Source: an optimization exercise on an open RTL-to-GDS flow (aim: small area, a short achievable clock period and few clock cycles). Production flows keep margins and buffers that such runs may drop.
Function was checked by simulation only, so behaviour that the tests miss may differ from the original.
Power and IR drop assume default switching activity.

==> flow/run.sh <==
#!/bin/bash
# synth_recipe.tcl (not shown) runs the flow's synth.tcl, then flattens the netlist and writes it again
# the make line also repeats each setting of config.mk as NAME=value (left out here)
make -C /OpenROAD-flow-scripts/flow DESIGN_CONFIG=/design/flow/config.mk WORK_HOME=/design/flow/orfs CLKGATE_MAP_FILE= SYNTH_SCRIPT=/design/flow/synth_recipe.tcl finish
==> flow/config.mk <==
export PLATFORM = sky130hd
export DESIGN_NAME = top
export DESIGN_NICKNAME = top
export VERILOG_FILES = /design/flow/design.v
export SDC_FILE = /design/flow/constraint.sdc
export NUM_CORES = 4
export LEC_CHECK = 0
export CAP_MARGIN = 20
export CORE_MARGIN = 2
export CORE_UTILIZATION = 40
export SLEW_MARGIN = 20
==> flow/constraint.sdc <==
create_clock -name core_clock -period 6.0 [get_ports {clk}]
set_input_delay 1.2000 -clock core_clock [delete_from_list [all_inputs] [get_ports {clk}]]
set_output_delay 1.2000 -clock core_clock [all_outputs]
set_load 0.01 [all_outputs]
==> flow/design.v <==
`timescale 1ns/1ps
module ALU (
    input  [7:0] A,
    input  [7:0] B,
    input  [3:0] instruction,
    output reg [7:0] F
);
    always @(*) begin
        case (instruction)
            4'b0000: F = A + B;                                    
            4'b0001: F = A - B;                                    
            4'b0010: F = A >> B;                                   
            4'b0011: F = A << B;                                   
            4'b0100: F = (A >> B) | (A << (8 - B));               
            4'b0101: F = (A << B) | (A >> (8 - B));               
            4'b0110: F = A & B;                                    
            4'b0111: F = A | B;                                    
            4'b1000: F = ~A;                                       
            4'b1001: F = A ^ B;                                    
            default: F = 8'h00;                                    
        endcase
    end
endmodule
`timescale 1ns/1ps
module top (
    input clk,
    input rst_n,
    input start,
    input valid,
    input [7:0] data_A,
    input [7:0] data_B,
    input [3:0] instruction,
    input [7:0] count,
    output reg [7:0] third_largest,
    output reg finish
);
    wire rst = ~rst_n;  
    wire [7:0] alu_result;
    ALU alu_inst (
        .A(data_A),
        .B(data_B),
        .instruction(instruction),
        .F(alu_result)
    );
    localparam IDLE = 2'b00;
    localparam COLLECT = 2'b01;
    localparam PROCESS = 2'b10;
    localparam DONE = 2'b11;
    reg [1:0] state, next_state;
    reg [7:0] largest, second_largest, third_largest_reg;
    reg [7:0] data_counter;
    reg [7:0] total_count;
    always @(posedge clk or posedge rst) begin
        if (rst)
            state <= IDLE;
        else
            state <= next_state;
    end
    always @(*) begin
        case (state)
            IDLE: begin
                if (start)
                    next_state = COLLECT;
                else
                    next_state = IDLE;
            end
            COLLECT: begin
                if (data_counter >= total_count)
                    next_state = PROCESS;
                else
                    next_state = COLLECT;
            end
            PROCESS: begin
                next_state = DONE;
            end
            DONE: begin
                if (!start)
                    next_state = IDLE;
                else
                    next_state = DONE;
            end
            default: next_state = IDLE;
        endcase
    end
    always @(posedge clk or posedge rst) begin
        if (rst) begin
            largest <= 0;
            second_largest <= 0;
            third_largest_reg <= 0;
            data_counter <= 0;
            total_count <= 0;
            finish <= 0;
            third_largest <= 0;
        end
        else begin
            case (state)
                IDLE: begin
                    finish <= 0;
                    if (start) begin
                        largest <= 0;
                        second_largest <= 0;
                        third_largest_reg <= 0;
                        data_counter <= 0;
                        total_count <= count;
                    end
                end
                COLLECT: begin
                    if (valid && data_counter < total_count) begin
                        data_counter <= data_counter + 1;
                        if (alu_result > largest) begin
                            third_largest_reg <= second_largest;
                            second_largest <= largest;
                            largest <= alu_result;
                        end
                        else if (alu_result > second_largest && alu_result != largest) begin
                            third_largest_reg <= second_largest;
                            second_largest <= alu_result;
                        end
                        else if (alu_result > third_largest_reg && 
                                alu_result != largest && 
                                alu_result != second_largest) begin
                            third_largest_reg <= alu_result;
                        end
                    end
                end
                PROCESS: begin
                    third_largest <= third_largest_reg;
                end
                DONE: begin
                    finish <= 1;
                end
            endcase
        end
    end
endmodule
==> results.sh <==
export IMPL_grt_pass1_vias=5350
export IMPL_netlist_cell_type_count=75
export IMPL_antenna_cells_inserted=0
export IMPL_gr_total_overflow=0
export IMPL_synth_yosys_warnings=2
export IMPL_total_power_w=0.002114
export IMPL_largest_area_contributor_in_the_synthesized_netlist="dfrtp_1"
export IMPL_gp_congestion=0.9296
export IMPL_synth_ff_latch_count=51
export IMPL_finalNetCount=855
export IMPL_p_leak_nw=3.151
export IMPL_chip_width_um=120.1
export IMPL_floorplan_core_area_um2=13190
export IMPL_post_synth_inst_count=657
export IMPL_grt_first_pass_wirelength_mm=26.85
export IMPL_hold_viol=0
export IMPL_antenna_found_initial=0
export IMPL_power_density_nw_per_um2=306.5
export IMPL_worstHoldPathType="reg2reg"
export IMPL_worst_ep_required_time_ps=6170
export IMPL_synth_edf_count=0
export IMPL_insertion_delay_ps=300
export IMPL_tritoncts="yes"
export IMPL_ys_top_cells_by_area="dfrtp_1, ha_1, nand2_1"
export IMPL_design_portCount=41
export IMPL_placedCellCount=929
export IMPL_per_cell_via_count_in_the_routed_design=5.718
export IMPL_dr_total_vias=5375
export IMPL_fin_crit_ps=5719
export IMPL_clock_tree_root_cell="clkbuf_16"
export IMPL_maximum_level_of_the_cts_h_tree=2
export IMPL_cts_buffers_inserted=5
export IMPL_detailedRoute_firstPassIterationCount=5
export IMPL_detail_route_antenna_nets=0
export IMPL_initial_utilization=0.4090
export IMPL_post_synth_instance_area_um2=5395
export IMPL_routed_length_per_placed_instance_um=17.63
export IMPL_clkTransAtPathRegs_ps=60
export IMPL_timing_final_max_slew_violations=0
export IMPL_vdd_ir_drop_worst_uv=120.7
export IMPL_clock_tree_buffer_depth=2
export IMPL_fin_ws_ps=280.5
export IMPL_dp_worst_setup_slack_ps=-404.3
export IMPL_largest_register_ff_count=16
export IMPL_initialDrtViolationCount=448
export IMPL_hold_worst_slack_ps=503.8
export IMPL_drive_gt1_frac=0.2264
export IMPL_hold_buffers=0
export IMPL_final_cell_count_no_fill=940
export IMPL_post_route_drc_count=0
export IMPL_fmax_mhz=174.8
export IMPL_crit_path_end_kind="flop"
export IMPL_fin_setup_tns_ps=0
export IMPL_syn_nets=749
export IMPL_setup_violations=0
export IMPL_post_route_period_util=0.9532
export IMPL_setup_worst_path_class="in2reg"
export IMPL_tightest_slew_ps=755.3
export IMPL_cp_max_fo=8
export IMPL_avgSynthCellArea_um2=8.212
export IMPL_fp_dieH_um=120.1
export IMPL_rows=42
export IMPL_worst_clock_skew_ps=5.625
export IMPL_grt_total_usage=0.2327
export IMPL_max_cap_violations=0
export IMPL_synth_commonest_cells="nand2_1, ha_1, inv_1"
export IMPL_synth_top_cell_area_share=0.2365
export IMPL_part_of_the_yosys_area_used_for_sequential_elements=0.2365
export IMPL_ys_dominant_reg_cell="dfrtp_1"
export IMPL_areaGrowthSynthToFinish_pct=27.88
export IMPL_yosys_cell_count_top_type="nand2_1"
export IMPL_status="timing/DRC/antenna clean"
export IMPL_clock_sinks=51
export IMPL_number_of_input_and_output_port_buffers_inserted=40
export IMPL_die_area_um2=14430
export IMPL_postSynth_asyncResetShare=1.000
export IMPL_postRouteWirelength_mm=16.57
export IMPL_grt_max_degree=31
export IMPL_launching_element_type_of_the_critical_path="input port"
export IMPL_cp_arrival_ps=5890
export IMPL_dp_hpwl_mm=13.19
export IMPL_relSlewSlack=0.4946
-- worst max-delay path, stage by stage --
cell and delay, ps:
clkdlybuf4s50_1 480, and2_4 160, nor2_1 50, a21o_1 170
buf_4 130, buf_4 120, fa_1 420, xnor2_1 140
nand2_1 80, a21oi_1 60, or4_1 510, a21oi_2 180
inv_1 80, buf_4 150, ha_1 270, nand2_1 60
nor2_2 140, a221o_1 180, a21oi_1 40, or2_2 300
mux2_4 320, a41oi_4 300, nor2_1 90, a311o_1 280
-- placed cells by master, fill, tap and decap left out, drive strengths merged, types with 8 or more instances in the layout --
cell type       n
inv            58
mux2i           9
dfrtp          51
ha             59
nand2          73
o221ai         10
o31ai           8
buf            95
mux2           25
nor2           52
nand4           8
clkdlybuf4s50  34
nand3          18
xnor2          14
a31oi           8
a21o           10
o21ai          32
a21oi          40
nor3           21
a211oi         10
-- where the power goes --
part	leakage (nW)	internal, W	switching (W)	total [W]
logic	2.38	0.000573	0.000667	0.00124
clock network	0.0868	0.000207	0.000126	0.000333
registers	0.681	0.000453	0.0000879	0.000541
total	3.15	0.00123	0.000881	0.00211
-- final cells by class --
type | instances | area, µm²
Clock buffer | 6 | 138.9
Fill cell | 1239 | 6291
Inverter | 58 | 217.7
Multi-Input combinational cell | 513 | 3897
Sequential cell | 51 | 1276
Tap cell | 176 | 220.2
Clock inverter | 2 | 35.03
Timing Repair Buffer | 134 | 1114
-- final timing paths --
check | start | end | slack [ps] | cells after the start
setup / recovery | instruction[0] | third_largest_reg[3]$_DFFE_PN0P_ | 280 | 24
max in group asynchronous | rst_n | total_count[6]$_DFFE_PN0P_ | 4380 | 2
setup reg to reg | state[1]$_DFF_PN0_ | third_largest_reg[2]$_DFFE_PN0P_ | 2510 | 9
hold reg to reg | third_largest[6]$_DFFE_PN0N_ | third_largest[6]$_DFFE_PN0N_ | 500 | 1
min in group asynchronous | rst_n | second_largest[4]$_DFFE_PN0P_ | 860 | 1
hold / removal | third_largest[6]$_DFFE_PN0N_ | third_largest[6]$_DFFE_PN0N_ | 500 | 1
-- logic make-up after synthesis --
group,share of synthesized area
adder cells (fa/ha/maj),0.1405
multiplexers,0.09045
AO/OA/AOI/OAI,0.2338
buffers and inverters,0.07120
XOR/XNOR,0.03061
AND/OR/NAND/NOR,0.1969
flip-flops,0.2365
-- layer usage --
| layer | wire (µm) | vias up | GRT usage |
|---|---|---|---|
| met4 | 680 | 0 | 0.1029 |
| met5 | 0 | - | 0 |
| met1 | 6802 | 2537 | 0.2838 |
| met3 | 742 | 49 | 0.01854 |
| met2 | 8348 | 189 | 0.4165 |
| li1 | - | 2600 | - |
-- per-stage QoR --
step	cell area, µm²	utilization
final	6899	0.5231
after global routing	6899	0.5231
after detailed placement	6539	0.4957
after CTS	6749	0.5117
after floorplan	5409	-
after global placement	6539	0.4957
-- timing repair --
| action | 4_1_cts | 5_1_grt |
|---|---|---|
| gates resized for setup | 8 | 33 |
| setup buffers | 0 | 3 |
| endpoints found under the hold margin | 0 | 0 |
| endpoints found under the setup margin | 17 | 24 |
| pin swaps | 9 | 20 |
Testbench counts, summed over its fixed seeds: cycles 3,813.

## afterwards: timing with drivers on the ports
In the flow no input, the clock included, has a driving cell. The finished layout below was timed again as built, in two steps. Step 1 (the two cells are an assumption about what drives the block):
set clk [get_ports {clk}]
set_driving_cell -lib_cell sky130_fd_sc_hd__clkbuf_16 $clk
set_driving_cell -lib_cell sky130_fd_sc_hd__buf_2 [delete_from_list [all_inputs] $clk]
Step 2 also shifts input and output timing later by t, the mid clock arrival at the registers, as if the neighbouring blocks saw the same clock. Three values: ideal ports, drivers, drivers and shift; two values: the first two.
t (ns): 0.325
setup slack, ns: 0.281 / 0.282 / -0.043
worst setup path at the end: input to register
worst register clock-pin slew, ns: 0.07 / 0.07
Met with ideal ports but missed after step 2: setup timing in this run. For this run, drivers alone change the setup slack by +0.001 ns; drivers and shift together by -0.324 ns.
